Source: an optimization exercise on an open RTL-to-GDS flow (aim: small area). Production flows keep margins and buffers that such runs may drop.
Where RTL was checked, it was by simulation tests only, not by an equivalence proof against the original.
Only the layout flow was run in runs 1 and 2; the RTL was not checked for function there.
Power and IR drop assume default switching activity.

==> flow/design.v (outline; a module is shown in full before it is edited, if it fits) <==
// module tv80_reg: 65 lines
// module tv80_alu: 161 lines
// module tv80_mcode: 2184 lines
// module tv80_core: 1149 lines
// module tv80s: 111 lines
module tv80s
#(
    parameter Mode    = 0,   
    parameter T2Write = 1,   
    parameter IOWait  = 1    
)
(
    input         reset_n, 
    input         clk, 
    input         cen,       
    input         wait_n, 
    input         int_n, 
    input         nmi_n, 
    input         busrq_n, 
    output        busak_n, 
    output        m1_n, 
    output        mreq_n, 
    output        iorq_n, 
    output        rd_n, 
    output        wr_n, 
    output        rfsh_n, 
    output        halt_n, 
    output [15:0] A, 
    input  [7:0]  di,
    output [7:0]  dout
);
  // ...
==> flow/flow/run.sh <==
#!/bin/bash
# ORFS flow (the standard.sh) with:
#  - an area-oriented ABC script (deepsyn + area-recovering mapping) in place
#    of ORFS's speed script; OpenROAD repairs timing as usual afterwards,
#  - the buffers that timing-driven global placement inserts removed again
#    right after it (repair_design / repair_timing add back what is needed),
#    with a 0.15 ns setup margin for repair_timing, and a slightly
#    pessimistic wire RC for the repair after global routing,
#  - CTS without dummy loads and with larger sink clusters,
#  - port buffers from the smallest buffer cell,
#  - a higher placement density.
set -euo pipefail
rm -rf scripts_local
cp -r "$FLOW_HOME/scripts" scripts_local
cp flow/abc_map.script scripts_local/abc_speed.script
bash standard.sh SCRIPTS_DIR="$PWD/scripts_local" \
  "CTS_ARGS=-sink_clustering_enable -repair_clock_nets -dont_use_dummy_load -sink_clustering_size 24 -sink_clustering_max_diameter 80" \
  "BUFFER_PORTS_ARGS=-buffer_cell sky130_fd_sc_hd__buf_1" \
  PLACE_DENSITY=0.75 \
  POST_GLOBAL_PLACE_TCL="$PWD/flow/post_gpl.tcl" \
  SETUP_SLACK_MARGIN=0.15 \
  PRE_GLOBAL_ROUTE_TCL="$PWD/flow/pre_grt.tcl" \
  finish > standard.log 2>&1
==> flow/flow/abc_map.script <==
&get -n
&st
&deepsyn -J 20
&dch
&nf -R 1000 -C 32 -F 10 -A 10
&put
topo
stime -c
==> flow/flow/post_gpl.tcl <==
# Drop the buffers that timing-driven global placement added (instances named
# place*): each buffer's loads are moved back to its input net. repair_design
# and repair_timing later add back only the buffers that are needed.
set block [ord::get_db_block]
set n 0
foreach inst [$block getInsts] {
  if {![string match "place*" [$inst getName]]} { continue }
  set master [$inst getMaster]
  if {![string match "sky130_fd_sc_hd__buf_*" [$master getName]]} { continue }
  set in_net [[$inst findITerm A] getNet]
  set out_net [[$inst findITerm X] getNet]
  if {$in_net == "NULL" || $out_net == "NULL"} { continue }
  if {[llength [$out_net getBTerms]] > 0} { continue }
  foreach it [$out_net getITerms] {
    if {[$it getInst] == $inst} { continue }
    $it disconnect
    $it connect $in_net
  }
  odb::dbInst_destroy $inst
  odb::dbNet_destroy $out_net
  incr n
}
puts "post-gpl: removed $n placement buffers"
==> flow/flow/pre_grt.tcl <==
# Make the global-route parasitic estimate more pessimistic than the
# platform's (wires 10% more resistive and capacitive), so that the timing
# repair after global routing leaves margin for detailed routing.
set rc_scale 1.1
foreach {layer c r} {
  li1  1.499e-04   7.176e-02
  met1 1.72375E-04 8.929e-04
  met2 1.36233E-04 8.929e-04
  met3 2.14962E-04 1.567e-04
  met4 1.48128E-04 1.567e-04
  met5 1.54087E-04 1.781e-05
} {
  set_layer_rc -layer $layer -capacitance [expr {$c * $rc_scale}] -resistance [expr {$r * $rc_scale}]
}
set_wire_rc -signal -layer met1
set_wire_rc -clock -layer met3
puts "pre-grt: layer RC scaled by $rc_scale"
==> flow/standard.sh <==
#!/bin/bash
# synth_recipe.tcl (not shown) runs the flow's synth.tcl, then flattens the netlist and writes it again
# the make line also repeats each setting of config.mk as NAME=value (left out here)
make -C /OpenROAD-flow-scripts/flow DESIGN_CONFIG=/design/flow/config.mk WORK_HOME=/design/flow/orfs CLKGATE_MAP_FILE= SYNTH_SCRIPT=/design/flow/synth_recipe.tcl "${@:-finish}"
==> flow/config.mk <==
export PLATFORM = sky130hd
export DESIGN_NAME = tv80s
export DESIGN_NICKNAME = tv80s
export VERILOG_FILES = /design/flow/design.v
export SDC_FILE = /design/flow/constraint.sdc
export NUM_CORES = 8
export LEC_CHECK = 0
export CAP_MARGIN = 20
export CORE_MARGIN = 2
export CORE_UTILIZATION = 40
export SLEW_MARGIN = 20
==> flow/constraint.sdc <==
create_clock -name core_clock -period 10.0 [get_ports {clk}]
set_input_delay 2.0000 -clock core_clock [delete_from_list [all_inputs] [get_ports {clk}]]
set_output_delay 2.0000 -clock core_clock [all_outputs]
set_load 0.01 [all_outputs]
==> flow_summary.yaml, run 1 <==
critical_path:
  path_delay_family: "compound AO/OA/AOI/OAI gates"
  critPathMaxStageDelay_ns: 0.88
  critical_path_buf_inv_count: 4
clock_network:
  numClockSinks: 345
  cts_tree: "yes"
  root_buffer: "clkbuf_16"
place:
  dp_slack_ns: 0.0319
synth:
  synth_flop_cell: "edfxtp_1"
  synth.most_common_cell: "nor2_1"
  synthXorXnorAreaFrac: 0.0237
  synth_mux_area_frac: 0.0243
power:
  totalPowerFinal_mw: 11.1
  power_frac_seq: 0.260
  combPwrFrac: 0.648
routing:
  wl_per_cell_um: 33.4
  via_count: 26200
  vias_per_cell: 7.39
global_routing:
  busiest_layer: "met2"
  track_usage: 0.378
die:
  dieWidth_um: 247
timing:
  max_slew_margin: 0.172
  worst_pin_slew_ns: 1.23
min_path:
  hp-start: "i_tv80_core.A[1]"
run_status:
  status: "complete, no violations"
layout:
  nFlopsAndLatches: 345
==> inputs of run 2 (changes only) <==
--- a/flow/flow/run.sh
+++ b/flow/flow/run.sh
@@ -6,7 +6,7 @@
 #    right after it (repair_design / repair_timing add back what is needed),
 #    with a 0.15 ns setup margin for repair_timing, and a slightly
 #    pessimistic wire RC for the repair after global routing,
-#  - CTS without dummy loads and with larger sink clusters,
+#  - CTS without dummy loads, with clkbuf_8 leaf buffers,
 #  - port buffers from the smallest buffer cell,
 #  - a higher placement density.
 set -euo pipefail
@@ -14,7 +14,7 @@
 cp -r "$FLOW_HOME/scripts" scripts_local
 cp flow/abc_map.script scripts_local/abc_speed.script
 bash standard.sh SCRIPTS_DIR="$PWD/scripts_local" \
-  "CTS_ARGS=-sink_clustering_enable -repair_clock_nets -dont_use_dummy_load -sink_clustering_size 24 -sink_clustering_max_diameter 80" \
+  "CTS_ARGS=-sink_clustering_enable -repair_clock_nets -dont_use_dummy_load -sink_clustering_size 16 -sink_clustering_max_diameter 60 -buf_list sky130_fd_sc_hd__clkbuf_8 -root_buf sky130_fd_sc_hd__clkbuf_16" \
   "BUFFER_PORTS_ARGS=-buffer_cell sky130_fd_sc_hd__buf_1" \
   PLACE_DENSITY=0.75 \
   POST_GLOBAL_PLACE_TCL="$PWD/flow/post_gpl.tcl" \
==> run 2 against run 1 <==
  * Combinational power barely moved
  * Critical path type unchanged
  * Synthesized area did not move
  * Clock skew decreased by 0.026 ns
  * Clock power down 13%
  * Global-route usage grew 0.14 points
  * Hold slack barely moved
  * Still clean
  * Synthesized cell count unchanged
  * Flip-flop and latch count stayed put
  * Non-clock buffer count rose by 2
  * Cell count is 0.28% higher
==> flow_summary.yaml, run 2 <==
clock_network:
  cts_tree: "yes"
  numClockSinks: 345
  root_buffer: "clkbuf_16"
  insertion_delay_ns: 0.58
  clk_pin_slew_ns: 0.08
  cts_inserted_buffers: 37
  h-tree-depth: 2
  clockBufferDepth: 3
critical_path:
  crit_required_ns: 10.30
  cp_max_fo: 24
  path_delay_family: "compound AO/OA/AOI/OAI gates"
  crit_path_top_delay_cell: "nor3_4"
  r2r_setup_slack_ns: 0.65
  critical_path_buf_inv_count: 3
  cp-start-kind: "flip-flop"
  critPathKind: "reg -> reg"
  end_kind: "flip-flop"
  critPathMaxStageDelay_ns: 0.90
  crit_top_cell: "a21oi_1"
  crit_chain: "clkinvlp_4 > ha_1 > a221oi_1 > o21ai_0 > a21oi_1 > a21oi_1 > and2_0 > nor2_1 > a21oi_1 > a31oi_1 > a311oi_1 > a31oi_1 > a21boi_1 > a21oi_1 > buf_4 > a31oi_1 > o221ai_1 > nor3_4 > a22oi_1 > nand4_1 > clkinv_1 > o21ai_0"
  arrival_ns: 9.64
place:
  port_buffers: 45
  dp_slack_ns: 0.0319
  dpl.hpwl_um: 87400
timing:
  rsz0062_at_grt: "no"
  finalCritPeriodShare: 0.935
  post-route-min-period_ns: 9.35
  max_slew_margin: 0.251
  tns_ns: 0
  hold_viol: 0
  setup_violations: 0
  max_freq_ghz: 0.107
  setup_ws_ns: 0.655
  finClkSkew_ns: 0.0860
  maxSlewViolCount: 0
  fin_hold_ws_ns: 0.471
  worst_pin_slew_ns: 1.11
synth:
  yosysSeqAreaShare: 0.403
  syn-num-nets: 2757
  synth_edf_count: 165
  synth_flop_cell: "edfxtp_1"
  synth.most_common_cell: "nor2_1"
  ys_warn_count: 7
  ys_top_cells_by_count: "345 x nor2_1, 340 x nand2_1, 207 x a21oi_1"
  synth.distinct_cells: 70
  async_reset_ff_frac: 0.522
  synthCells: 2683
  netlist_area_mm2: 0.0236
  syn_avg_cell_area_um2: 8.80
  yosys.area.top_type: "edfxtp_1"
  synth.top_cell.area_share: 0.210
  synth.top_cells.by_area: "edfxtp_1 21%, dfrtp_1 13%, dfstp_2 5.9%"
  ys_ff_latch: 345
die:
  core_mm2: 0.0587
  die-area_mm2: 0.0610
  rows: 89
  dieWidth_um: 247
  io_pins: 47
  dieHeight_um: 247
  initial_utilization: 0.402
routing:
  wl_per_cell_um: 33.3
  vias_per_cell: 7.36
  via_count: 26200
  drtPass1Iterations: 12
  drcViolationCount: 0
  drt_iter0_drc: 4963
  antenna_left: 0
  drt_wl_total_um: 119000
power:
  power_frac_seq: 0.262
  switchingPower_mw: 6.36
  clkPwrFrac: 0.080
  power.density_mw_per_mm2: 422
  combPwrFrac: 0.658
  totalPowerFinal_mw: 10.9
  ir_drop_mv: 0.253
  p_int_mw: 4.59
  switching_share: 0.581
  p_leak_nw: 9.13
min_path:
  worstHoldPathType: "reg -> reg"
layout:
  multiInputGateArea_mm2: 0.0140
  layout_commonest_cell: "nand2_1"
  seqCellArea_mm2: 0.00954
  final_layout_size_suffix_gt1_frac: 0.0649
  fillCellCount: 5812
  final_cell_mix: "336 x nand2_1, 319 x nor2_1, 200 x a21oi_1"
  syn_to_final_growth_pct: 9.84
  num_antenna_cells: 0
  top_regs: "i_tv80_core.i_reg.RegsH x64, i_tv80_core.i_reg.RegsL x64"
  final_net_count: 2863
  utilization: 0.442
global_routing:
  grt_pass1_vias: 24100
  antenna_found_initial: 2
  grt_start_max_net_pins: 137
  track_usage: 0.380
  overflow: 0
  grt_pass1_wl_um: 170000
run_status:
  status: "complete, no violations"
flow_run:
  cap_viol_max_count: 0
==> run 2: cell counts after synthesis <==
Identical to the previous run, type by type.
==> run 2: final cells by class <==
cell class / count / area share
multi-input combinational: 2243 / 0.539
tap: 773 / 0.0373
inverter: 94 / 0.0140
clock buffer: 37 / 0.0218
sequential: 345 / 0.368
timing repair buffer: 68 / 0.0196
==> run 2: layer usage <==
layer | global-route usage | vias to the layer above | part of all wire
met5 | 0 | - | 0.00023
met4 | 0.195 | 4 | 0.065
met3 | 0.129 | 533 | 0.15
met2 | 0.551 | 2290 | 0.41
met1 | 0.500 | 12600 | 0.38
li1 | - | 10800 | -
==> run 2: timing repair <==
item	CTS	global route
hold buffers	0	0
resized for setup	1	10
setup endpoints to repair	7	51
endpoints found under the hold margin	0	0
setup buffers	0	1
==> run 2: power by group through the flow <==
stage / Sequential (mW) / Combinational (mW) / Clock (mW)
after global routing: 2.91 / 7.80 / 0.966
after CTS: 2.80 / 6.75 / 0.889
after detailed placement: 2.83 / 6.73 / 0
final: 2.87 / 7.20 / 0.880
after floorplan: 2.52 / 4.11 / 0
after global placement: 2.73 / 6.94 / 0
==> run 2: logic make-up after synthesis <==
kind of cell,synth area share
simple gates,0.210
compound gates,0.291
flops,0.403
buf+inv,0.0153
xor+xnor,0.0237
fa+ha+maj,0.0325
mux,0.0243
other cells,0.000159
==> run 2: worst reg2reg max path: cells and delay by family (launching register included) <==
family | cells | cell delay (ns)
compound gates | 14 | 4.56
buf+inv | 3 | 1.12
fa+ha+maj | 1 | 0.45
flops | 1 | 0.89
simple gates | 4 | 2.11
==> run 2: per-stage QoR <==
step	instances	area, um2
2_1_floorplan	2683	23600
3_3_place_gp	3603	25600
3_5_place_dp	3518	25200
4_1_cts	3555	25800
5_1_grt	3560	25900
6_report	3560	25900
==> run 2: worst paths after layout <==
kind,start,to,cells past startpoint
worst max-delay path,i_tv80_core.IR[4],i_tv80_core.BusA[4],22
worst min-delay path,i_tv80_core.A[1],i_tv80_core.A[1],2
worst max register to register,i_tv80_core.IR[4],i_tv80_core.BusA[4],22
worst min register to register,i_tv80_core.A[1],i_tv80_core.A[1],2
max in group asynchronous,reset_n,i_tv80_core.dout[0],2
min in group asynchronous,reset_n,i_tv80_core.A[3],1
==> module tv80_core, before the edit <==
module tv80_core ( 
  m1_n, iorq, no_read, write, rfsh_n, halt_n, busak_n, A, dout, mc,
  ts, intcycle_n, IntE, stop,
  reset_n, clk, cen, wait_n, int_n, nmi_n, busrq_n, dinst, di
  );
  parameter Mode = 1;    
  parameter IOWait = 1;  
  parameter Flag_C = 0;
  parameter Flag_N = 1;
  parameter Flag_P = 2;
  parameter Flag_X = 3;
  parameter Flag_H = 4;
  parameter Flag_Y = 5;
  parameter Flag_Z = 6;
  parameter Flag_S = 7;
  input     reset_n;            
  input     clk;                
  input     cen;                
  input     wait_n;             
  input     int_n;              
  input     nmi_n;              
  input     busrq_n;            
  output    m1_n;               
  output    iorq;               
  output    no_read;            
  output    write;              
  output    rfsh_n;             
  output    halt_n;             
  output    busak_n;            
  output [15:0] A; 
  input [7:0]   dinst;  
  input [7:0]   di;     
  output [7:0]  dout;     
  output [6:0]  mc;     
  output [6:0]  ts;     
  output        intcycle_n;     
  output        IntE;           
  output        stop;           
  reg    m1_n;          
  reg    iorq; 
  reg    halt_n;                
  reg    busak_n;               
  reg [15:0] A; 
  reg [7:0]  dout;        
  reg [6:0]  mc;        
  reg [6:0]  ts;        
  reg   intcycle_n;     
  reg   IntE;           
  reg   stop;           
  parameter     aNone    = 3'b111;
  parameter     aBC      = 3'b000;
  parameter     aDE      = 3'b001;
  parameter     aXY      = 3'b010;
  parameter     aIOA     = 3'b100;
  parameter     aSP      = 3'b101;
  parameter     aZI      = 3'b110;
  reg [7:0]     ACC, F;
  reg [7:0]     Ap, Fp;
  reg [7:0]     I;
  reg [15:0]    SP, PC;
  reg [7:0]     RegDIH;
  reg [7:0]     RegDIL;
  wire [15:0]   RegBusA;
  wire [15:0]   RegBusB;
  wire [15:0]   RegBusC;
  wire          RegSelC;
  assign RegBusC = RegBusA;
  wire          BusA_steal = RegSelC &
                             ~Set_BusA_To[3] & ~(Set_BusA_To[2] & Set_BusA_To[1]) &
                             (Set_BusB_To[3] | (Set_BusB_To[2] & Set_BusB_To[1]));
  reg [2:0]     RegAddrA_r;
  reg [2:0]     RegAddrA;
  reg [2:0]     RegAddrB_r;
  reg [2:0]     RegAddrB;
  reg [2:0]     RegAddrC;
  reg           RegWEH;
  reg           RegWEL;
  reg           Alternate;
  reg [15:0]    TmpAddr;         
  reg [7:0]     IR;              
  reg [1:0]     ISet;            
  reg [1:0]     DHswap;          
  reg [2:0]     id_addr_r;       
  reg           id_w_r;          
  reg           id_dir_r;        
  reg           id_z_r;          
  reg           id_sp_r;         
  reg [2:0]     RegAddrA_r_d;
  wire [7:0]    IR_nx = (IntCycle & (IStatus == 2'b01)) ? 8'hFF :
                        (Halt_FF | (IntCycle & (IStatus == 2'b10)) | NMICycle) ? 8'h00 : dinst;
  wire [1:0]    ISet_nx = ((Prefix == 2'b01) | (Prefix == 2'b10)) ? Prefix : 2'b00;
  wire [1:0]    XY_nx = (Prefix == 2'b11) ? (IR[5] ? 2'b10 : 2'b01) :
                        (Prefix == 2'b01) ? XY_State : 2'b00;
  wire          f_rr = (ISet_nx == 2'b00) & (IR_nx[7:6] == 2'b00) & (IR_nx[2:0] == 3'b011) & (IR_nx[5:4] != 2'b11);  
  wire          f_bc = (ISet_nx == 2'b10) & (IR_nx[7:5] == 3'b101) & (IR_nx[2:1] == 2'b00);   
  wire          f_w  = f_rr | f_bc;                       
  wire [1:0]    f_pair = f_rr ? IR_nx[5:4] : 2'b00;
  wire          f_dir = f_rr ? IR_nx[3] : 1'b1;
  wire          f_z  = f_w & (f_pair == 2'b00);            
  wire          m1t3 = tstate[3] & mcycle[0];
  reg [15:0]    ID16;
  reg [7:0]     Save_Mux;
  reg [2:0]     ts_b;
  reg [2:0]     mc_b;
  wire [6:0]    tstate = 7'b0000001 << ts_b;
  wire [6:0]    mcycle = 7'b0000001 << mc_b;
  reg           last_mcycle, last_tstate;
  reg           IntE_FF1;
  reg           IntE_FF2;
  reg           Halt_FF;
  reg           BusReq_s;
  reg           BusAck;
  reg           ClkEn;
  reg           NMI_s;
  reg           INT_s;
  reg [1:0]     IStatus;
  reg [7:0]     DI_Reg;
  reg           T_Res;
  reg [1:0]     XY_State;
  reg [2:0]     Pre_XY_F_M;
  reg           NextIs_XY_Fetch;
  reg           XY_Ind;
  reg           No_BTR;
  reg           BTR_r;
  reg           Auto_Wait;
  reg           Auto_Wait_t1;
  reg           Auto_Wait_t2;
  reg           IncDecZ;
  reg [7:0]     BusB;
  reg [7:0]     BusA;
  wire [7:0]    ALU_Q;
  wire [7:0]    F_Out;
  reg [4:0]     Read_To_Reg_r;
  reg           Arith16_r;
  reg           Z16_r;
  reg [3:0]     ALU_Op_r;
  reg           Save_ALU_r;
  reg           PreserveC_r;
  reg [2:0]     mcycles;
  wire [2:0]    mcycles_d;
  wire [2:0]    tstates;
  reg           IntCycle;
  reg           NMICycle;
  wire          Inc_PC;
  wire          Inc_WZ;
  wire [3:0]    IncDec_16;
  wire [1:0]    Prefix;
  wire          Read_To_Acc;
  wire          Read_To_Reg;
  wire [3:0]     Set_BusB_To;
  wire [3:0]     Set_BusA_To;
  wire [3:0]     ALU_Op;
  wire           Save_ALU;
  wire           PreserveC;
  wire           Arith16;
  wire [2:0]     Set_Addr_To;
  wire           Jump;
  wire           JumpE;
  wire           JumpXY;
  wire           Call;
  wire           RstP;
  wire           LDZ;
  wire           LDW;
  wire           LDSPHL;
  wire           iorq_i;
  wire [2:0]     Special_LD;
  wire           ExchangeDH;
  wire           ExchangeRp;
  wire           ExchangeAF;
  wire           ExchangeRS;
  wire           I_DJNZ;
  wire           I_CPL;
  wire           I_CCF;
  wire           I_SCF;
  wire           I_RETN;
  wire           I_BT;
  wire           I_BC;
  wire           I_BTR;
  wire           I_RLD;
  wire           I_RRD;
  wire           I_INRC;
  wire           SetDI;
  wire           SetEI;
  wire [1:0]     IMode;
  wire           Halt;
  reg [15:0]     PC16;
  reg [7:0]      PC16_B;
  reg [15:0]     SP16, SP16_A;
  reg [7:0]      SP16_B;
  reg            Oldnmi_n;
  tv80_mcode #(Mode, Flag_C, Flag_N, Flag_P, Flag_X, Flag_H, Flag_Y, Flag_Z, Flag_S) i_mcode
    (
     .IR                   (IR),
     .ISet                 (ISet),
     .MCycle               (mcycle),
     .F                    (F),
     .NMICycle             (NMICycle),
     .IntCycle             (IntCycle),
     .MCycles              (mcycles_d),
     .TStates              (tstates),
     .Prefix               (Prefix),
     .Inc_PC               (Inc_PC),
     .Inc_WZ               (Inc_WZ),
     .IncDec_16            (IncDec_16),
     .Read_To_Acc          (Read_To_Acc),
     .Read_To_Reg          (Read_To_Reg),
     .Set_BusB_To          (Set_BusB_To),
     .Set_BusA_To          (Set_BusA_To),
     .ALU_Op               (ALU_Op),
     .Save_ALU             (Save_ALU),
     .PreserveC            (PreserveC),
     .Arith16              (Arith16),
     .Set_Addr_To          (Set_Addr_To),
     .IORQ                 (iorq_i),
     .Jump                 (Jump),
     .JumpE                (JumpE),
     .JumpXY               (JumpXY),
     .Call                 (Call),
     .RstP                 (RstP),
     .LDZ                  (LDZ),
     .LDW                  (LDW),
     .LDSPHL               (LDSPHL),
     .Special_LD           (Special_LD),
     .ExchangeDH           (ExchangeDH),
     .ExchangeRp           (ExchangeRp),
     .ExchangeAF           (ExchangeAF),
     .ExchangeRS           (ExchangeRS),
     .I_DJNZ               (I_DJNZ),
     .I_CPL                (I_CPL),
     .I_CCF                (I_CCF),
     .I_SCF                (I_SCF),
     .I_RETN               (I_RETN),
     .I_BT                 (I_BT),
     .I_BC                 (I_BC),
     .I_BTR                (I_BTR),
     .I_RLD                (I_RLD),
     .I_RRD                (I_RRD),
     .I_INRC               (I_INRC),
     .SetDI                (SetDI),
     .SetEI                (SetEI),
     .IMode                (IMode),
     .Halt                 (Halt),
     .NoRead               (no_read),
     .Write                (write)
     );
  tv80_alu #(Mode, Flag_C, Flag_N, Flag_P, Flag_X, Flag_H, Flag_Y, Flag_Z, Flag_S) i_alu
    (
     .Arith16              (Arith16_r),
     .Z16                  (Z16_r),
     .ALU_Op               (ALU_Op_r),
     .IR                   (IR[5:0]),
     .ISet                 (ISet),
     .BusA                 (BusA),
     .BusB                 (BusB),
     .F_In                 (F),
     .Q                    (ALU_Q),
     .F_Out                (F_Out)
     );
  function [15:0] incdec16;
    input [15:0] a;
    input        dec;
    reg   [15:0] x, c;
    integer      k;
    begin
      x = a ^ {16{dec}};
      c[0] = 1'b1;
      for (k = 1; k < 16; k = k + 1)
        c[k] = c[k-1] & x[k-1];
      incdec16 = a ^ c;
    end
  endfunction
  function [15:0] add16s8;
    input [15:0] a;
    input [7:0]  b;
    reg   [8:0]  lo;
    reg   [7:0]  x, c;
    reg          inc, dec;
    integer      k;
    begin
      lo  = {1'b0, a[7:0]} + {1'b0, b};
      inc = lo[8] & ~b[7];
      dec = ~lo[8] & b[7];
      x = a[15:8] ^ {8{dec}};
      c[0] = inc | dec;
      for (k = 1; k < 8; k = k + 1)
        c[k] = c[k-1] & x[k-1];
      add16s8 = {a[15:8] ^ c, lo[7:0]};
    end
  endfunction
  function [6:0] number_to_bitvec;
    input [2:0] num;
    begin
      case (num)
        1 : number_to_bitvec = 7'b0000001;
        2 : number_to_bitvec = 7'b0000010;
        3 : number_to_bitvec = 7'b0000100;
        4 : number_to_bitvec = 7'b0001000;
        5 : number_to_bitvec = 7'b0010000;
        6 : number_to_bitvec = 7'b0100000;
        7 : number_to_bitvec = 7'b1000000;
        default : number_to_bitvec = 7'bx;
      endcase  
    end
  endfunction  
  function [2:0] mcyc_to_number;
    input [6:0] mcyc;
    begin
      casez (mcyc)
        7'b1zzzzzz : mcyc_to_number = 3'h7;
        7'b01zzzzz : mcyc_to_number = 3'h6;
        7'b001zzzz : mcyc_to_number = 3'h5;
        7'b0001zzz : mcyc_to_number = 3'h4;
        7'b00001zz : mcyc_to_number = 3'h3;
        7'b000001z : mcyc_to_number = 3'h2;
        7'b0000001 : mcyc_to_number = 3'h1;
        default : mcyc_to_number = 3'h1;
      endcase
    end
  endfunction
  always @*
    begin
      case (mcycles)
        1 : last_mcycle = mcycle[0];
        2 : last_mcycle = mcycle[1];
        3 : last_mcycle = mcycle[2];
        4 : last_mcycle = mcycle[3];
        5 : last_mcycle = mcycle[4];
        6 : last_mcycle = mcycle[5];
        7 : last_mcycle = mcycle[6];
        default : last_mcycle = 1'bx;
      endcase  
      case (tstates)
        0 : last_tstate = tstate[0];
        1 : last_tstate = tstate[1];
        2 : last_tstate = tstate[2];
        3 : last_tstate = tstate[3];
        4 : last_tstate = tstate[4];
        5 : last_tstate = tstate[5];
        6 : last_tstate = tstate[6];
        default : last_tstate = 1'bx;
      endcase
    end  
  always @*
    begin
      ClkEn = cen && ~ BusAck;
      if (last_tstate)
        T_Res = 1'b1;
      else T_Res = 1'b0;
      if (XY_State != 2'b00 && XY_Ind == 1'b0 &&
          ((Set_Addr_To == aXY) ||
           (mcycle[0] && IR == 8'b11001011) ||
           (mcycle[0] && IR == 8'b00110110)))
        NextIs_XY_Fetch = 1'b1;
      else 
        NextIs_XY_Fetch = 1'b0;
      if (ExchangeRp)
        Save_Mux = BusB;
      else if (!Save_ALU_r)
        Save_Mux = DI_Reg;
      else
        Save_Mux = ALU_Q;
    end  
  reg        s_jp, s_jxy, s_call, s_nmi, s_im2, s_def, s_jmp;
  reg        a_dt, a_c, a_t, a_pc, a_io, a_sp, a_inc;
  reg [15:0] A_next;
  reg [15:0] TmpAddr_inc;
  always @*
    begin
      s_jp   = Jump;
      s_jxy  = ~Jump & JumpXY;
      s_call = ~Jump & ~JumpXY & (Call | RstP);
      s_nmi  = ~Jump & ~JumpXY & ~(Call | RstP) & last_mcycle & NMICycle;
      s_im2  = ~Jump & ~JumpXY & ~(Call | RstP) & ~(last_mcycle & NMICycle) &
               mcycle[2] & IntCycle & (IStatus == 2'b10);
      s_def  = ~Jump & ~JumpXY & ~(Call | RstP) & ~(last_mcycle & NMICycle) &
               ~(mcycle[2] & IntCycle & (IStatus == 2'b10));
      s_jmp  = ~s_def;
      a_dt  = s_jp | (s_def & (Set_Addr_To == aZI) & ~Inc_WZ);
      a_c   = s_jxy | (s_def & (((Set_Addr_To == aXY) & (XY_State == 2'b00)) |
                                 (Set_Addr_To == aBC) | (Set_Addr_To == aDE)));
      a_t   = s_call | (s_def & (Set_Addr_To == aXY) & (XY_State != 2'b00) & ~NextIs_XY_Fetch);
      a_pc  = s_def & (((Set_Addr_To == aXY) & (XY_State != 2'b00) & NextIs_XY_Fetch) |
                       (Set_Addr_To == 3'b011) | (Set_Addr_To == aNone));
      a_io  = s_def & (Set_Addr_To == aIOA);
      a_sp  = s_def & (Set_Addr_To == aSP);
      a_inc = s_def & (Set_Addr_To == aZI) & Inc_WZ;
      TmpAddr_inc = PC16;    
      A_next[15:8] = ({8{a_dt}}  & DI_Reg)         |
                     ({8{a_c}}   & RegBusC[15:8])  |
                     ({8{a_t}}   & TmpAddr[15:8])  |
                     ({8{s_im2}} & I)              |
                     ({8{a_pc}}  & PC[15:8])       |
                     ({8{a_io}}  & ACC)            |
                     ({8{a_sp}}  & SP[15:8])       |
                     ({8{a_inc}} & TmpAddr_inc[15:8]);
      A_next[7:0]  = ({8{a_dt | a_t | s_im2}} & TmpAddr[7:0]) |
                     ({8{a_c}}   & RegBusC[7:0])   |
                     ({8{s_nmi}} & 8'h66)          |
                     ({8{a_pc}}  & PC[7:0])        |
                     ({8{a_io}}  & DI_Reg)         |
                     ({8{a_sp}}  & SP[7:0])        |
                     ({8{a_inc}} & TmpAddr_inc[7:0]);
    end
  reg a_c_r, ldsphl_r;
  always @ (posedge clk)
    if (ClkEn)
      begin
        a_c_r    <= a_c;
        ldsphl_r <= LDSPHL;
      end
  assign RegSelC = (a_c_r & ~(tstate[2] | (tstate[3] & mcycle[0]))) |
                   (ldsphl_r & ~(mcycle[0] & (tstate[1] | tstate[2] | tstate[3]))) |
                   (tstate[3] & mcycle[5]);
  always @ (posedge clk or negedge reset_n)
    begin
      if (reset_n == 1'b0 ) 
        begin
          PC <= 0;   
          A <= 0;
          TmpAddr <= 0;
          IR <= 8'b00000000;
          ISet <= 2'b00;
          XY_State <= 2'b00;
          IStatus <= 2'b00;
          mcycles <= 3'b000;
          dout <= 8'b00000000;
          ACC <= 8'hFF;
          F <= 8'hFF;
          Ap <= 8'hFF;
          Fp <= 8'hFF;
          I <= 0;
          SP <= 16'hFFFF;
          Alternate <= 1'b0;
          Read_To_Reg_r <= 5'b00000;
          Arith16_r <= 1'b0;
          BTR_r <= 1'b0;
          Z16_r <= 1'b0;
          ALU_Op_r <= 4'b0000;
          Save_ALU_r <= 1'b0;
          PreserveC_r <= 1'b0;
          XY_Ind <= 1'b0;
        end 
      else 
        begin
          if (ClkEn == 1'b1 ) 
            begin
              ALU_Op_r <= 4'b0000;
              Save_ALU_r <= 1'b0;
              Read_To_Reg_r <= 5'b00000;
              mcycles <= mcycles_d;
              if (IMode != 2'b11 ) 
                begin
                  IStatus <= IMode;
                end
              Arith16_r <= Arith16;
              PreserveC_r <= PreserveC;
              if (ISet == 2'b10 && ALU_Op[2] == 1'b0 && ALU_Op[0] == 1'b1 && mcycle[2] ) 
                begin
                  Z16_r <= 1'b1;
                end 
              else 
                begin
                  Z16_r <= 1'b0;
                end
              if (mcycle[0] && (tstate[1] | tstate[2] | tstate[3] )) 
                begin
                  if (tstate[2] && wait_n == 1'b1 ) 
                    begin
                      if (Jump == 1'b0 && Call == 1'b0 && NMICycle == 1'b0 && IntCycle == 1'b0 && ~ (Halt_FF == 1'b1 || Halt == 1'b1) ) 
                        begin
                          PC <= PC16;
                        end
                      if (IntCycle == 1'b1 && IStatus == 2'b01 ) 
                        begin
                          IR <= 8'b11111111;
                        end 
                      else if (Halt_FF == 1'b1 || (IntCycle == 1'b1 && IStatus == 2'b10) || NMICycle == 1'b1 ) 
                        begin
                          IR <= 8'b00000000;
			  TmpAddr[7:0] <= dinst;  
                        end 
                      else 
                        begin
                          IR <= dinst;
                        end
                      ISet <= 2'b00;
                      if (Prefix != 2'b00 ) 
                        begin
                          if (Prefix == 2'b11 ) 
                            begin
                              if (IR[5] == 1'b1 ) 
                                begin
                                  XY_State <= 2'b10;
                                end 
                              else 
                                begin
                                  XY_State <= 2'b01;
                                end
                            end 
                          else 
                            begin
                              if (Prefix == 2'b10 ) 
                                begin
                                  XY_State <= 2'b00;
                                  XY_Ind <= 1'b0;
                                end
                              ISet <= Prefix;
                            end
                        end 
                      else 
                        begin
                          XY_State <= 2'b00;
                          XY_Ind <= 1'b0;
                        end
                    end  
                end 
              else 
                begin
                  if (mcycle[5] ) 
                    begin
                      XY_Ind <= 1'b1;
                      if (Prefix == 2'b01 ) 
                        begin
                          ISet <= 2'b01;
                        end
                    end
                  if (T_Res == 1'b1 ) 
                    begin
                      BTR_r <= (I_BT || I_BC || I_BTR) && ~ No_BTR;
                      A <= A_next;
                      if (s_jmp)
                        PC <= A_next;
                      Save_ALU_r <= Save_ALU;
                      ALU_Op_r <= ALU_Op;
                      if (I_CPL == 1'b1 ) 
                        begin
                          ACC <= ~ ACC;
                          F[Flag_Y] <= ~ ACC[5];
                          F[Flag_H] <= 1'b1;
                          F[Flag_X] <= ~ ACC[3];
                          F[Flag_N] <= 1'b1;
                        end
                      if (I_CCF == 1'b1 ) 
                        begin
                          F[Flag_C] <= ~ F[Flag_C];
                          F[Flag_Y] <= ACC[5];
                          F[Flag_H] <= F[Flag_C];
                          F[Flag_X] <= ACC[3];
                          F[Flag_N] <= 1'b0;
                        end
                      if (I_SCF == 1'b1 ) 
                        begin
                          F[Flag_C] <= 1'b1;
                          F[Flag_Y] <= ACC[5];
                          F[Flag_H] <= 1'b0;
                          F[Flag_X] <= ACC[3];
                          F[Flag_N] <= 1'b0;
                        end
                    end  
                  if (tstate[2] && wait_n == 1'b1 ) 
                    begin
                      if (ISet == 2'b01 && mcycle[6] ) 
                        begin
                          IR <= dinst;
                        end
                      if (JumpE == 1'b1 ) 
                        begin
                          PC <= PC16;
                        end 
                      else if (Inc_PC == 1'b1 ) 
                        begin
                          PC <= PC16;
                        end
                      if (BTR_r == 1'b1 ) 
                        begin
                          PC <= PC16;
                        end
                      if (RstP == 1'b1 ) 
                        begin
                          TmpAddr <= { 10'h0, IR[5:3], 3'h0 };
                        end
                    end
                  if (tstate[3] && mcycle[5] ) 
                    begin
                      TmpAddr <= SP16;
                    end
                  if ((tstate[2] && wait_n == 1'b1) || (tstate[4] && mcycle[0]) ) 
                    begin
                      if (IncDec_16[2:0] == 3'b111 ) 
                        begin
                          SP <= SP16;
                        end
                    end
                  if (LDSPHL == 1'b1 ) 
                    begin
                      SP <= RegBusC;
                    end
                  if (ExchangeAF == 1'b1 ) 
                    begin
                      Ap <= ACC;
                      ACC <= Ap;
                      Fp <= F;
                      F <= Fp;
                    end
                  if (ExchangeRS == 1'b1 ) 
                    begin
                      Alternate <= ~ Alternate;
                    end
                end  
              if (tstate[3] ) 
                begin
                  if (LDZ == 1'b1 ) 
                    begin
                      TmpAddr[7:0] <= DI_Reg;
                    end
                  if (LDW == 1'b1 ) 
                    begin
                      TmpAddr[15:8] <= DI_Reg;
                    end
                  if (Special_LD[2] == 1'b1 ) 
                    begin
                      case (Special_LD[1:0])
                        2'b00 :
                          begin
                            ACC <= I;
                            F[Flag_P] <= IntE_FF2;
			    F[Flag_Z] <= (I == 0);
			    F[Flag_S] <= I[7];
			    F[Flag_H] <= 0;
			    F[Flag_N] <= 0; 
                          end
                        2'b01 :
                          begin
                            ACC <= 0;
                            F[Flag_P] <= IntE_FF2;
			    F[Flag_Z] <= (I == 0);
			    F[Flag_S] <= I[7];
			    F[Flag_H] <= 0;
			    F[Flag_N] <= 0; 
                          end
                        2'b10 :
                          I <= ACC;
                        default : ;
                      endcase
                    end
                end  
              if ((I_DJNZ == 1'b0 && Save_ALU_r == 1'b1) || ALU_Op_r == 4'b1001 ) 
                begin
                  if (Mode == 3 ) 
                    begin
                      F[6] <= F_Out[6];
                      F[5] <= F_Out[5];
                      F[7] <= F_Out[7];
                      if (PreserveC_r == 1'b0 ) 
                        begin
                          F[4] <= F_Out[4];
                        end
                    end 
                  else 
                    begin
                      F[7:1] <= F_Out[7:1];
                      if (PreserveC_r == 1'b0 ) 
                        begin
                          F[Flag_C] <= F_Out[0];
                        end
                    end
                end  
              if (T_Res == 1'b1 && I_INRC == 1'b1 ) 
                begin
                  F[Flag_H] <= 1'b0;
                  F[Flag_N] <= 1'b0;
                  if (DI_Reg[7:0] == 8'b00000000 ) 
                    begin
                      F[Flag_Z] <= 1'b1;
                    end 
                  else 
                    begin
                      F[Flag_Z] <= 1'b0;
                    end
                  F[Flag_S] <= DI_Reg[7];
                  F[Flag_P] <= ~ (^DI_Reg[7:0]);
                end  
              if (tstate[1] && Auto_Wait_t1 == 1'b0 ) 
                begin
                  dout <= BusB;
                  if (I_RLD == 1'b1 ) 
                    begin
                      dout[3:0] <= BusA[3:0];
                      dout[7:4] <= BusB[3:0];
                    end
                  if (I_RRD == 1'b1 ) 
                    begin
                      dout[3:0] <= BusB[7:4];
                      dout[7:4] <= BusA[3:0];
                    end
                end
              if (T_Res == 1'b1 ) 
                begin
                  Read_To_Reg_r[3:0] <= Set_BusA_To;
                  Read_To_Reg_r[4] <= Read_To_Reg;
                  if (Read_To_Acc == 1'b1 ) 
                    begin
                      Read_To_Reg_r[3:0] <= 4'b0111;
                      Read_To_Reg_r[4] <= 1'b1;
                    end
                end
              if (tstate[1] && I_BT == 1'b1 ) 
                begin
                  F[Flag_X] <= ALU_Q[3];
                  F[Flag_Y] <= ALU_Q[1];
                  F[Flag_H] <= 1'b0;
                  F[Flag_N] <= 1'b0;
                end
              if (I_BC == 1'b1 || I_BT == 1'b1 ) 
                begin
                  F[Flag_P] <= IncDecZ;
                end
              if ((tstate[1] && Save_ALU_r == 1'b0 && Auto_Wait_t1 == 1'b0) ||
                  (Save_ALU_r == 1'b1 && ALU_Op_r != 4'b0111) ) 
                begin
                  case (Read_To_Reg_r)
                    5'b10111 :
                      ACC <= Save_Mux;
                    5'b10110 :
                      dout <= Save_Mux;
                    5'b11000 :
                      SP[7:0] <= Save_Mux;
                    5'b11001 :
                      SP[15:8] <= Save_Mux;
                    5'b11011 :
                      F <= Save_Mux;
                    default : ;
                  endcase
                end  
            end  
        end  
    end
  always @ (posedge clk)
    begin
      if (ClkEn == 1'b1 ) 
        begin
          RegAddrA_r <= RegAddrA_r_d;
          if (mcycle[0] & tstate[2] & wait_n)
            begin
              if (XY_nx == 2'b00)
                id_addr_r <= { Alternate, f_pair };
              else if (f_pair == 2'b10)
                id_addr_r <= { XY_nx[1], 2'b11 };
              else
                id_addr_r <= RegAddrA_r_d;
              id_w_r   <= f_w;
              id_dir_r <= f_dir;
              id_z_r   <= f_z;
              id_sp_r  <= 1'b0;
            end
          else
            begin
              if (XY_State == 2'b00)
                id_addr_r <= { Alternate, IncDec_16[1:0] };
              else if (IncDec_16[1:0] == 2'b10)
                id_addr_r <= { XY_State[1], 2'b11 };
              else
                id_addr_r <= RegAddrA_r_d;
              id_w_r   <= IncDec_16[2] & (IncDec_16[1:0] != 2'b11);
              id_dir_r <= IncDec_16[3];
              id_z_r   <= (IncDec_16[2:0] == 3'b100);
              id_sp_r  <= (IncDec_16[1:0] == 2'b11);
            end
          RegAddrB_r <= { Alternate, Set_BusB_To[2:1] };
          if (XY_Ind == 1'b0 && XY_State != 2'b00 && Set_BusB_To[2:1] == 2'b10 ) 
            begin
              RegAddrB_r <= { XY_State[1],  2'b11 };
            end
          RegAddrC <= { Alternate,  Set_Addr_To[1:0] };
          if ((JumpXY == 1'b1 || LDSPHL == 1'b1) ) 
            begin
              RegAddrC <= { Alternate, 2'b10 };
            end
          if (((JumpXY == 1'b1 || LDSPHL == 1'b1) && XY_State != 2'b00) || (mcycle[5]) ) 
            begin
              RegAddrC <= { XY_State[1],  2'b11 };
            end
          if (I_DJNZ == 1'b1 && Save_ALU_r == 1'b1 && Mode < 2 ) 
            begin
              IncDecZ <= F_Out[Flag_Z];
            end
          if ((tstate[2] | m1t3) & id_z_r)
            begin
              if (RegBusA == (id_dir_r ? 16'h0001 : 16'hFFFF) ) 
                begin
                  IncDecZ <= 1'b0;
                end 
              else 
                begin
                  IncDecZ <= 1'b1;
                end
            end
          if (ExchangeDH == 1'b1 && tstate[4])
            begin
              if (Alternate)
                DHswap[1] <= ~DHswap[1];
              else
                DHswap[0] <= ~DHswap[0];
            end
        end
    end  
  always @*
    begin
      RegAddrA_r_d = { Alternate, Set_BusA_To[2:1] };
      if (XY_Ind == 1'b0 && XY_State != 2'b00 && Set_BusA_To[2:1] == 2'b10 )
        RegAddrA_r_d = { XY_State[1],  2'b11 };
      if (tstate[2] | m1t3)
        RegAddrA = id_addr_r;
      else
        RegAddrA = RegAddrA_r;
      RegAddrB = BusA_steal ? RegAddrA_r : RegAddrB_r;
    end  
  always @*
    begin
      RegWEH = 1'b0;
      RegWEL = 1'b0;
      if ((tstate[1] && ~Save_ALU_r && ~Auto_Wait_t1) ||
          (Save_ALU_r && (ALU_Op_r != 4'b0111)) ) 
        begin
          case (Read_To_Reg_r)
            5'b10000 , 5'b10001 , 5'b10010 , 5'b10011 , 5'b10100 , 5'b10101 :
              begin
                RegWEH = ~ Read_To_Reg_r[0];
                RegWEL = Read_To_Reg_r[0];
              end  
            default : ;
          endcase  
        end  
      if (((tstate[2] & wait_n & ~mcycle[0]) | m1t3) & id_w_r)
        begin
          RegWEH = 1'b1;
          RegWEL = 1'b1;
        end
    end  
  always @*
    begin
      RegDIH = Save_Mux;
      RegDIL = Save_Mux;
      if (((tstate[2] & ~mcycle[0]) | m1t3) & id_w_r)
        begin
          RegDIH = ID16[15:8];
          RegDIL = ID16[7:0];
        end
    end
  tv80_reg i_reg
    (
     .clk                  (clk),
     .CEN                  (ClkEn),
     .DHswap               (DHswap),
     .WEH                  (RegWEH),
     .WEL                  (RegWEL),
     .AddrA                (RegAddrA),
     .AddrA_r              (RegAddrA_r),
     .IncDecT              (tstate[2] | (tstate[3] & mcycle[0])),
     .AddrB                (RegAddrB),
     .AddrC                (RegAddrC),
     .DIH                  (RegDIH),
     .DIL                  (RegDIL),
     .DOAH                 (RegBusA[15:8]),
     .DOAL                 (RegBusA[7:0]),
     .DOBH                 (RegBusB[15:8]),
     .DOBL                 (RegBusB[7:0]),
     .SelC                 (RegSelC)
     );
  always @ (posedge clk)
    begin
      if (ClkEn == 1'b1 ) 
        begin
          case (Set_BusB_To)
            4'b0111 :
              BusB <= ACC;
            4'b0000 , 4'b0001 , 4'b0010 , 4'b0011 , 4'b0100 , 4'b0101 :
              begin
                if (Set_BusB_To[0] == 1'b1 ) 
                  begin
                    BusB <= RegBusB[7:0];
                  end 
                else 
                  begin
                    BusB <= RegBusB[15:8];
                  end
              end
            4'b0110 :
              BusB <= DI_Reg;
            4'b1000 :
              BusB <= SP[7:0];
            4'b1001 :
              BusB <= SP[15:8];
            4'b1010 :
              BusB <= 8'b00000001;
            4'b1011 :
              BusB <= F;
            4'b1100 :
              BusB <= PC[7:0];
            4'b1101 :
              BusB <= PC[15:8];
            4'b1110 :
              BusB <= 8'b00000000;
            default :
              BusB <= 8'h0;
          endcase
          case (Set_BusA_To)
            4'b0111 :
              BusA <= ACC;
            4'b0000 , 4'b0001 , 4'b0010 , 4'b0011 , 4'b0100 , 4'b0101 :
              begin
                if (Set_BusA_To[0] == 1'b1 )
                  begin
                    BusA <= BusA_steal ? RegBusB[7:0] : RegBusA[7:0];
                  end 
                else 
                  begin
                    BusA <= BusA_steal ? RegBusB[15:8] : RegBusA[15:8];
                  end
              end
            4'b0110 :
              BusA <= DI_Reg;
            4'b1000 :
              BusA <= SP[7:0];
            4'b1001 :
              BusA <= SP[15:8];
            4'b1010 :
              BusA <= 8'b00000000;
            default :
              BusA <=  8'h0;
          endcase
        end
    end
  assign rfsh_n = 1'b1;
  always @*
    begin
      mc = mcycle;
      ts = tstate;
      DI_Reg = di;
      halt_n = ~ Halt_FF;
      busak_n = ~ BusAck;
      intcycle_n = ~ IntCycle;
      IntE = IntE_FF1;
      iorq = iorq_i;
      stop = I_DJNZ;
    end
  always @ (posedge clk or negedge reset_n)
    begin : sync_inputs
      if (~reset_n) 
        begin
          BusReq_s <= 1'b0;
          INT_s <= 1'b0;
          NMI_s <= 1'b0;
          Oldnmi_n <= 1'b0;
        end 
      else
        begin
          if (cen == 1'b1 ) 
            begin
              BusReq_s <= ~ busrq_n;
              INT_s <= ~ int_n;
              if (NMICycle == 1'b1 ) 
                begin
                  NMI_s <= 1'b0;
                end 
              else if (nmi_n == 1'b0 && Oldnmi_n == 1'b1 ) 
                begin
                  NMI_s <= 1'b1;
                end
              Oldnmi_n <= nmi_n;
            end
        end
    end
  always @ (posedge clk or negedge reset_n)
    begin
      if (reset_n == 1'b0 ) 
        begin
          mc_b <= 3'd0;
          ts_b <= 3'd0;
          Pre_XY_F_M <= 3'b000;
          Halt_FF <= 1'b0;
          BusAck <= 1'b0;
          NMICycle <= 1'b0;
          IntCycle <= 1'b0;
          IntE_FF1 <= 1'b0;
          IntE_FF2 <= 1'b0;
          No_BTR <= 1'b0;
          Auto_Wait_t1 <= 1'b0;
          Auto_Wait_t2 <= 1'b0;
          m1_n <= 1'b1;
        end 
      else
        begin
          if (cen == 1'b1 ) 
            begin
              if (T_Res == 1'b1 ) 
                begin
                  Auto_Wait_t1 <= 1'b0;
                end 
              else 
                begin
		  Auto_Wait_t1 <= Auto_Wait || (iorq_i & ~Auto_Wait_t2);
                end
              Auto_Wait_t2 <= Auto_Wait_t1 & !T_Res;
              No_BTR <= (I_BT && (~ IR[4] || ~ F[Flag_P])) ||
                        (I_BC && (~ IR[4] || F[Flag_Z] || ~ F[Flag_P])) ||
                        (I_BTR && (~ IR[4] || F[Flag_Z]));
              if (tstate[2] ) 
                begin
                  if (SetEI == 1'b1 ) 
                    begin
                      if (!NMICycle)
                        IntE_FF1 <= 1'b1;
                      IntE_FF2 <= 1'b1;
                    end
                  if (I_RETN == 1'b1 ) 
                    begin
                      IntE_FF1 <= IntE_FF2;
                    end
                end
              if (tstate[3] ) 
                begin
                  if (SetDI == 1'b1 ) 
                    begin
                      IntE_FF1 <= 1'b0;
                      IntE_FF2 <= 1'b0;
                    end
                end
              if (IntCycle == 1'b1 || NMICycle == 1'b1 ) 
                begin
                  Halt_FF <= 1'b0;
                end
              if (mcycle[0] && tstate[2] && wait_n == 1'b1 ) 
                begin
                  m1_n <= 1'b1;
                end
              if (BusReq_s == 1'b1 && BusAck == 1'b1 ) 
                begin
                end 
              else 
                begin
                  BusAck <= 1'b0;
                  if (tstate[2] && wait_n == 1'b0 ) 
                    begin
                    end 
                  else if (T_Res == 1'b1 ) 
                    begin
                      if (Halt == 1'b1 ) 
                        begin
                          Halt_FF <= 1'b1;
                        end
                      if (BusReq_s == 1'b1 ) 
                        begin
                          BusAck <= 1'b1;
                        end 
                      else 
                        begin
                          ts_b <= 3'd1;
                          if (NextIs_XY_Fetch == 1'b1 ) 
                            begin
                              mc_b <= 3'd5;
                              Pre_XY_F_M <= mc_b + 3'd1;
                              if (IR == 8'b00110110 && Mode == 0 ) 
                                begin
                                  Pre_XY_F_M <= 3'b010;
                                end
                            end 
                          else if ((mcycle[6]) || (mcycle[5] && Mode == 1 && ISet != 2'b01) ) 
                            begin
                              mc_b <= Pre_XY_F_M;
                            end 
                          else if ((last_mcycle) ||
                                   No_BTR == 1'b1 ||
                                   (mcycle[1] && I_DJNZ == 1'b1 && IncDecZ == 1'b1) ) 
                            begin
                              m1_n <= 1'b0;
                              mc_b <= 3'd0;
                              IntCycle <= 1'b0;
                              NMICycle <= 1'b0;
                              if (NMI_s == 1'b1 && Prefix == 2'b00 ) 
                                begin
                                  NMICycle <= 1'b1;
                                  IntE_FF1 <= 1'b0;
                                end 
                              else if ((IntE_FF1 == 1'b1 && INT_s == 1'b1) && Prefix == 2'b00 && SetEI == 1'b0 ) 
                                begin
                                  IntCycle <= 1'b1;
                                  IntE_FF1 <= 1'b0;
                                  IntE_FF2 <= 1'b0;
                                end
                            end 
                          else 
                            begin
                              mc_b <= (mc_b == 3'd6) ? 3'd0 : mc_b + 3'd1;
                            end
                        end
                    end 
                  else 
                    begin    
                      if ( ~(Auto_Wait == 1'b1 && Auto_Wait_t2 == 1'b0) &&
                           ~(IOWait == 1 && iorq_i == 1'b1 && Auto_Wait_t1 == 1'b0) ) 
                        begin
                          ts_b <= (ts_b == 3'd6) ? 3'd0 : ts_b + 3'd1;
                        end
                    end
                end
              if (tstate[0]) 
                begin
                  m1_n <= 1'b0;
                end
            end
        end
    end
  always @*
    begin
      if (~tstate[2])
        PC16_B = 8'h01;
      else if (JumpE == 1'b1)
        PC16_B = DI_Reg;
      else if (BTR_r == 1'b1)
        PC16_B = 8'hFE;            
      else
        PC16_B = 8'h01;
      PC16 = add16s8(tstate[2] ? PC : TmpAddr, PC16_B);
      if (tstate[3] & mcycle[5])
        begin
          SP16_A = RegBusA;
          SP16_B = DI_Reg;
        end
      else
        begin
          SP16_A = id_sp_r ? SP : RegBusA;
          SP16_B = id_dir_r ? 8'hFF : 8'h01;
        end
      SP16 = add16s8(SP16_A, SP16_B);
      ID16 = SP16;
    end  
  always @*
    begin
      Auto_Wait = 1'b0;
      if (IntCycle == 1'b1 || NMICycle == 1'b1 ) 
        begin
          if (mcycle[0] ) 
            begin
              Auto_Wait = 1'b1;
            end
        end
    end  
endmodule  
==> inputs of run 3 (changes only) <==
--- a/flow/design.v
+++ b/flow/design.v
@@ -2548,7 +2548,6 @@
   reg [3:0]     ALU_Op_r;
   reg           Save_ALU_r;
   reg           PreserveC_r;
-  reg [2:0]     mcycles;
   wire [2:0]    mcycles_d;
   wire [2:0]    tstates;
   reg           IntCycle;
@@ -2731,7 +2730,7 @@
   endfunction
   always @*
     begin
-      case (mcycles)
+      case (mcycles_d)
         1 : last_mcycle = mcycle[0];
         2 : last_mcycle = mcycle[1];
         3 : last_mcycle = mcycle[2];
@@ -2834,7 +2833,6 @@
           ISet <= 2'b00;
           XY_State <= 2'b00;
           IStatus <= 2'b00;
-          mcycles <= 3'b000;
           dout <= 8'b00000000;
           ACC <= 8'hFF;
           F <= 8'hFF;
@@ -2859,7 +2857,6 @@
               ALU_Op_r <= 4'b0000;
               Save_ALU_r <= 1'b0;
               Read_To_Reg_r <= 5'b00000;
-              mcycles <= mcycles_d;
               if (IMode != 2'b11 ) 
                 begin
                   IStatus <= IMode;
==> run 3 against run 2 <==
  * First-iteration DRC count grew 8.7%
  * Cell area decreased by 1.5%
  * Core utilization about the same
  * Largest power group unchanged
==> flow_summary.yaml, run 3 <==
run_status:
  status: "complete, no violations"
synth:
  ys_top_cells_by_count: "367 x nor2_1, 350 x nand2_1, 191 x a21oi_1"
  synth_edf_count: 165
  ys_ff_latch: 342
  synth_flop_cell: "edfxtp_1"
  synth.top_cell.area_share: 0.212
  synthCells: 2680
  synth.most_common_cell: "nor2_1"
  yosys.area.top_type: "edfxtp_1"
  async_reset_ff_frac: 0.518
  synth.distinct_cells: 68
  syn-num-nets: 2755
  yosysSeqAreaShare: 0.404
  synth.top_cells.by_area: "edfxtp_1 21%, dfrtp_1 13%, dfstp_2 6.0%"
  ys_warn_count: 7
  netlist_area_mm2: 0.0234
  syn_avg_cell_area_um2: 8.73
die:
  die-area_mm2: 0.0604
  dieWidth_um: 246
  initial_utilization: 0.405
  dieHeight_um: 246
  rows: 88
  io_pins: 47
  core_mm2: 0.0578
critical_path:
  reg2reg_to: "i_tv80_core.PC[4]"
  r2r_cells: 22
  cp_max_fo: 33
  cp-start-kind: "flip-flop"
  arrival_ns: 9.65
  critPathKind: "reg -> reg"
  r2r_setup_slack_ns: 0.81
  end_kind: "flip-flop"
  r2r-start: "i_tv80_core.IR[5]"
  crit_required_ns: 10.46
power:
  ir_drop_mv: 0.270
  power.density_mw_per_mm2: 393
  p_leak_nw: 9.09
clock_network:
  insertion_delay_ns: 0.57
  root_buffer: "clkbuf_16"
  ctsResizeCount: 0
  h-tree-depth: 2
  cts_hold_buf: 0
  clk_pin_slew_ns: 0.10
  cts_tree: "yes"
  numClockSinks: 342
  cts_inserted_buffers: 38
  clockBufferDepth: 3
  postCtsSetupBuffers: 0
routing:
  drt_iter0_drc: 5397
  wl_per_cell_um: 32.4
  via_count: 25900
  drt_wl_total_um: 115000
  drtPass1Iterations: 13
  drcViolationCount: 0
  vias_per_cell: 7.31
  antenna_left: 0
timing:
  hold_viol: 0
  rsz0062_at_grt: "no"
  finClkSkew_ns: 0.0781
  worst_pin_slew_ns: 1.21
  tns_ns: 0
  maxSlewViolCount: 0
  setup_ws_ns: 0.809
  setup_violations: 0
  max_freq_ghz: 0.109
  post-route-min-period_ns: 9.19
  max_slew_margin: 0.191
  finalCritPeriodShare: 0.919
global_routing:
  grt_pass1_wl_um: 166000
  track_usage: 0.371
  overflow: 0
  grt_start_max_net_pins: 139
  grt_pass1_vias: 24100
  antenna_found_initial: 4
min_path:
  hold_depth: 2
  worstHoldPathType: "reg -> reg"
  hp-start: "i_tv80_core.Fp[0]"
  min_to: "i_tv80_core.Fp[0]"
flow_run:
  cap_viol_max_count: 0
layout:
  utilization: 0.442
  final_net_count: 2853
  top_regs: "i_tv80_core.i_reg.RegsH x64, i_tv80_core.i_reg.RegsL x64"
  layout_commonest_cell: "nor2_1"
  final_cell_mix: "351 x nor2_1, 347 x nand2_1, 187 x o21ai_0"
  syn_to_final_growth_pct: 9.25
  final_layout_size_suffix_gt1_frac: 0.0612
place:
  port_buffers: 45
  dp_slack_ns: 0.612
  dpl.hpwl_um: 84300
-- run 3: through the flow --
step | cell area [um2] | hold WS [ns] | instances | power, mW
final | 25600 | 0.488 | 3544 | 10.0
after global routing | 25500 | 0.508 | 3541 | 10.7
after CTS | 25500 | 0.488 | 3540 | 9.58
after detailed placement | 24900 | 0.469 | 3502 | 8.68
after global placement | 25300 | 0.463 | 3585 | 8.84
after floorplan | 23400 | 0.446 | 2680 | 6.09
-- run 3: final cells by class --
type | instances | area [um2]
inverters | 100 | 378
multi-input cells | 2237 | 13800
repair buffers | 59 | 373
well taps | 765 | 957
fillers | 5693 | 32300
flip-flops and latches | 342 | 9460
diodes | 3 | 7.51
clock buffers | 38 | 579
-- run 3: worst max path at each step --
stage	startpoint	to	slack [ns]	depth (start not counted)
finish	i_tv80_core.IR[5]	i_tv80_core.PC[4]	0.81	22
floorplan	i_tv80_core.mc_b[0]	i_tv80_core.i_reg.RegsH[0][7]	2.66	33
detailed placement	i_tv80_core.IR[1]	i_tv80_core.PC[0]	0.61	22
CTS	i_tv80_core.IR[1]	i_tv80_core.PC[0]	0.62	22
global placement	i_tv80_core.ts_b[1]	i_tv80_core.i_reg.RegsH[1][7]	1.54	34
global route	i_tv80_core.IR[1]	i_tv80_core.A[14]	0.23	32
-- run 3: worst max-delay path, stage by stage (launching register included) --
cell       delay (ns)
dfrtp_2          0.96
clkinv_1         0.86
nand2_1          0.63
nor2_1           0.10
a2111oi_0        0.30
a22o_1           0.49
a21oi_1          0.13
nor2_1           0.24
nor3_1           0.09
a21oi_1          0.32
a2111oi_1        0.18
nor3_1           0.95
a21oi_1          0.19
a21oi_1          0.18
a31o_1           0.50
nor2_1           0.32
nand2_4          0.47
a21oi_1          0.08
nand2_1          0.64
clkinv_1         0.50
nor2_1           0.58
a22oi_1          0.17
o21ai_0          0.16
-- run 3: layer usage --
layer | share of wire | up-vias | wire, um | track usage
met1 | 0.37 | 12200 | 43000 | 0.487
met4 | 0.076 | 4 | 8680 | 0.227
met2 | 0.41 | 2349 | 47300 | 0.542
met3 | 0.14 | 614 | 15900 | 0.101
li1 | - | 10700 | - | -
met5 | 0.00024 | - | 27 | 0
-- run 3: kinds of logic (layout without fill, tap and decap cells) --
family                   count (synthesis)  in the layout  share of synthesized area
buffers and inverters                  101            197                     0.0164
AO/OA/AOI/OAI                          960            960                      0.289
other                                    1              4                   0.000160
adder cells (fa/ha/maj)                 60             60                     0.0334
XOR/XNOR                                51             51                     0.0191
AND/OR/NAND/NOR                       1115           1115                      0.215
multiplexers                            50             50                     0.0229
flip-flops                             342            342                      0.404
-- run 3: report_power, final --
| part | leakage (nW) | total [mW] | switching, mW | internal, mW |
|---|---|---|---|---|
| registers | 3.66 | 2.79 | 0.746 | 2.05 |
| logic | 5.14 | 6.35 | 4.50 | 1.85 |
| clock network | 0.299 | 0.895 | 0.511 | 0.385 |
==> inputs of run 4 (changes only) <==
--- a/flow/flow/run.sh
+++ b/flow/flow/run.sh
@@ -2,6 +2,8 @@
 # ORFS flow (the standard.sh) with:
 #  - an area-oriented ABC script (deepsyn + area-recovering mapping) in place
 #    of ORFS's speed script; OpenROAD repairs timing as usual afterwards,
+#  - no extraction of adders into half/full-adder cells before ABC, so that
+#    ABC optimizes the arithmetic together with the rest of the logic,
 #  - the buffers that timing-driven global placement inserts removed again
 #    right after it (repair_design / repair_timing add back what is needed),
 #    with a 0.15 ns setup margin for repair_timing, and a slightly
@@ -13,7 +15,7 @@
 rm -rf scripts_local
 cp -r "$FLOW_HOME/scripts" scripts_local
 cp flow/abc_map.script scripts_local/abc_speed.script
-bash standard.sh SCRIPTS_DIR="$PWD/scripts_local" \
+bash standard.sh SCRIPTS_DIR="$PWD/scripts_local" ADDER_MAP_FILE= \
   "CTS_ARGS=-sink_clustering_enable -repair_clock_nets -dont_use_dummy_load -sink_clustering_size 16 -sink_clustering_max_diameter 60 -buf_list sky130_fd_sc_hd__clkbuf_8 -root_buf sky130_fd_sc_hd__clkbuf_16" \
   "BUFFER_PORTS_ARGS=-buffer_cell sky130_fd_sc_hd__buf_1" \
   PLACE_DENSITY=0.75 \
==> run 4 against run 3 <==
  * Core utilization is 0.39 points higher
  * Critical path type unchanged
  * Flip-flop and latch count unchanged
  * Critical endpoint is now i_tv80_core.PC[13]
  * Synthesized area down 6.8%
  * Combinational power decreased by 21%
  * Clock-buffer cell count down 2
  * Clock power fell by 4.5%
  * Largest cell class unchanged
  * Routed wire length down 3.9%
  * Non-clock buffer count increased by 12
  * Largest power group unchanged
  * Fmax down 1.1%
==> flow_summary.yaml, run 4 <==
place:
  port_buffers: 45
  placed_area_mm2: 0.0234
  dpl.hpwl_um: 82300
  dp_slack_ns: 0.514
synth:
  yosys.area.top_type: "edfxtp_1"
  synth.top_cells.by_area: "edfxtp_1 23%, dfrtp_1 14%, dfstp_2 6.4%"
  syn_avg_cell_area_um2: 8.90
  ys_top_cells_by_count: "337 x nand2_1, 311 x nor2_1, 187 x o21ai_0"
  synthXorXnorAreaFrac: 0.0321
  syn-num-nets: 2463
  synth_top_family_by_area: "compound AO/OA/AOI/OAI gates"
  yosysSeqAreaShare: 0.434
  synth_compound_area_frac: 0.272
  synth_mux_area_frac: 0.0257
  synth_edf_count: 165
  netlist_area_mm2: 0.0218
  ys_warn_count: 7
  synth.top_cell.area_share: 0.227
  async_reset_ff_frac: 0.518
  synth_flop_cell: "edfxtp_1"
  synthCells: 2448
  synth_adder_area_share: 0.00276
  synth.distinct_cells: 72
  ys_ff_latch: 342
  synthSimpleGateAreaFrac: 0.220
  synth.most_common_cell: "nand2_1"
layout:
  utilization: 0.446
  fin_area_mm2: 0.0240
  final_layout_size_suffix_gt1_frac: 0.0724
  top_regs: "i_tv80_core.i_reg.RegsH x64, i_tv80_core.i_reg.RegsL x64"
  layout_commonest_cell: "nand2_1"
  final_cell_mix: "335 x nand2_1, 287 x nor2_1, 176 x o21ai_0"
  syn_to_final_growth_pct: 10.1
  final_net_count: 2571
clock_network:
  clockBufferDepth: 3
  insertion_delay_ns: 0.56
  root_buffer: "clkbuf_16"
  cts_inserted_buffers: 36
  clk_pin_slew_ns: 0.09
  h-tree-depth: 2
  numClockSinks: 342
  cts_tree: "yes"
timing:
  setup_violations: 0
  tns_ns: 0
  finalCritPeriodShare: 0.930
  max_freq_ghz: 0.108
  post-route-min-period_ns: 9.30
  setup_ws_ns: 0.703
  finClkSkew_ns: 0.0545
  worst_pin_slew_ns: 1.26
  rsz0062_at_grt: "no"
  max_slew_margin: 0.155
  maxSlewViolCount: 0
  hold_viol: 0
routing:
  via_count: 24000
  drt_wl_total_um: 110000
  drt_iter0_drc: 4798
  vias_per_cell: 7.37
  antenna_left: 0
  drcViolationCount: 0
  drtPass1Iterations: 11
  wl_per_cell_um: 34.0
critical_path:
  end_kind: "flip-flop"
  crit_required_ns: 10.41
  cp-start-kind: "flip-flop"
  r2r_cells: 25
  r2r-start: "i_tv80_core.IR[7]"
  critPathKind: "reg -> reg"
  reg2reg_to: "i_tv80_core.PC[13]"
  r2r_setup_slack_ns: 0.70
  arrival_ns: 9.70
  cp_max_fo: 14
global_routing:
  grt_pass1_wl_um: 159000
  overflow: 0
  grt_start_max_net_pins: 139
  antenna_found_initial: 3
  grt_pass1_vias: 22600
  track_usage: 0.384
run_status:
  status: "complete, no violations"
flow_run:
  cap_viol_max_count: 0
min_path:
  min_to: "i_tv80_core.A[8]"
  worstHoldPathType: "reg -> reg"
  hold_depth: 2
  hp-start: "i_tv80_core.A[8]"
power:
  power.density_mw_per_mm2: 357
  p_leak_nw: 8.28
  ir_drop_mv: 0.212
  totalPowerFinal_mw: 8.56
die:
  dieWidth_um: 237
  core_mm2: 0.0538
  io_pins: 47
  dieHeight_um: 237
  initial_utilization: 0.405
  die-area_mm2: 0.0564
  rows: 85
[run 4: layout make-up]
cell class / instances / area, um2
repair buffers: 71 / 499
multi-input cells: 2029 / 12300
inverters: 76 / 292
flip-flops and latches: 342 / 9460
well taps: 696 / 871
diodes: 1 / 2.50
clock buffers: 36 / 552
fillers: 5276 / 29800
[run 4: kinds of logic after synthesis]
kind of cell             count (synthesis)
AND/OR/NAND/NOR                       1044
flip-flops                             342
multiplexers                            52
adder cells (fa/ha/maj)                  6
buffers and inverters                   77
other                                    1
AO/OA/AOI/OAI                          846
XOR/XNOR                                80
[run 4: critical path, stage by stage (launching register included)]
cell,delay [ns]
dfrtp_1,0.87
and2_0,0.96
nand3_1,0.69
or2_0,0.66
or3_1,0.58
nand2_1,0.14
nor4_1,0.09
o211ai_1,0.22
nand2_1,0.08
a221o_1,0.54
clkinv_1,0.23
nand2_1,0.16
nor2_1,0.62
a221oi_1,0.15
a211oi_1,0.24
a211o_1,0.18
nand2_1,0.08
nand3_1,0.39
nor3_1,0.12
nor2_1,0.76
clkinv_1,0.39
a22oi_1,0.28
nand4_1,0.13
a221o_1,0.33
nor2b_1,0.20
a21oi_1,0.06
[run 4: power breakdown]
part / leakage (nW) / total (mW) / switching (mW) / internal, mW
clock: 0.285 / 0.855 / 0.487 / 0.368
combinational: 4.35 / 5.04 / 3.58 / 1.46
sequential: 3.65 / 2.67 / 0.676 / 1.99
[run 4: how the worst max path moves through the flow]
stage               depth (start not counted)                       endpoint           startpoint
detailed placement                         29  i_tv80_core.i_reg.RegsH[1][6]  i_tv80_core.mc_b[0]
CTS                                        29  i_tv80_core.i_reg.RegsH[1][6]  i_tv80_core.mc_b[0]
finish                                     25             i_tv80_core.PC[13]    i_tv80_core.IR[7]
global placement                           30  i_tv80_core.i_reg.RegsH[5][6]  i_tv80_core.mc_b[0]
floorplan                                  30  i_tv80_core.i_reg.RegsH[0][7]  i_tv80_core.mc_b[0]
global route                               25             i_tv80_core.PC[13]    i_tv80_core.IR[7]
[run 4: per-stage QoR]
stage / cells / hold WS, ns
after floorplan: 2448 / 0.445
after detailed placement: 3213 / 0.478
after global routing: 3250 / 0.523
after CTS: 3249 / 0.484
after global placement: 3305 / 0.467
final: 3251 / 0.490
[run 4: layer usage]
| layer | vias up | share of wire | GRT usage |
|---|---|---|---|
| met5 | - | 0 | 0 |
| met4 | 0 | 0.064 | 0.196 |
| met3 | 482 | 0.13 | 0.107 |
| met2 | 2032 | 0.43 | 0.575 |
| met1 | 11600 | 0.38 | 0.507 |
| li1 | 9872 | - | - |
[run 4: repair_timing]
action | CTS | global route
setup buffers | 0 | 0
hold buffers | 0 | 0
resized for setup | 0 | 4
endpoints found under the setup margin | 0 | 54

[afterwards: timing with drivers on the ports]
Ports are ideal in the flow. The routed layouts listed here were re-timed in OpenROAD.
Step 1: set_driving_cell puts a clkbuf_16 on clk and a buf_2 on each other input, an assumption about the parent block.
Step 2 also shifts input and output timing later by t, the mid clock arrival at the registers, as if the neighbouring blocks saw the same clock.
a / b / c = ideal ports / drivers / drivers and shift; a / b = the first two.
| run | shift t [ns] | slack for setup (ns) | worst setup path at the end |
|---|---|---|---|
| run 1 | 0.646 | 0.659 / 0.659 / 0.659 | register to register |
| run 2 | 0.600 | 0.655 / 0.655 / 0.655 | register to register |
| run 3 | 0.599 | 0.809 / 0.809 / 0.809 | register to register |
| run 4 | 0.582 | 0.703 / 0.703 / 0.703 | register to register |
After both steps every run listed still meets setup and hold.
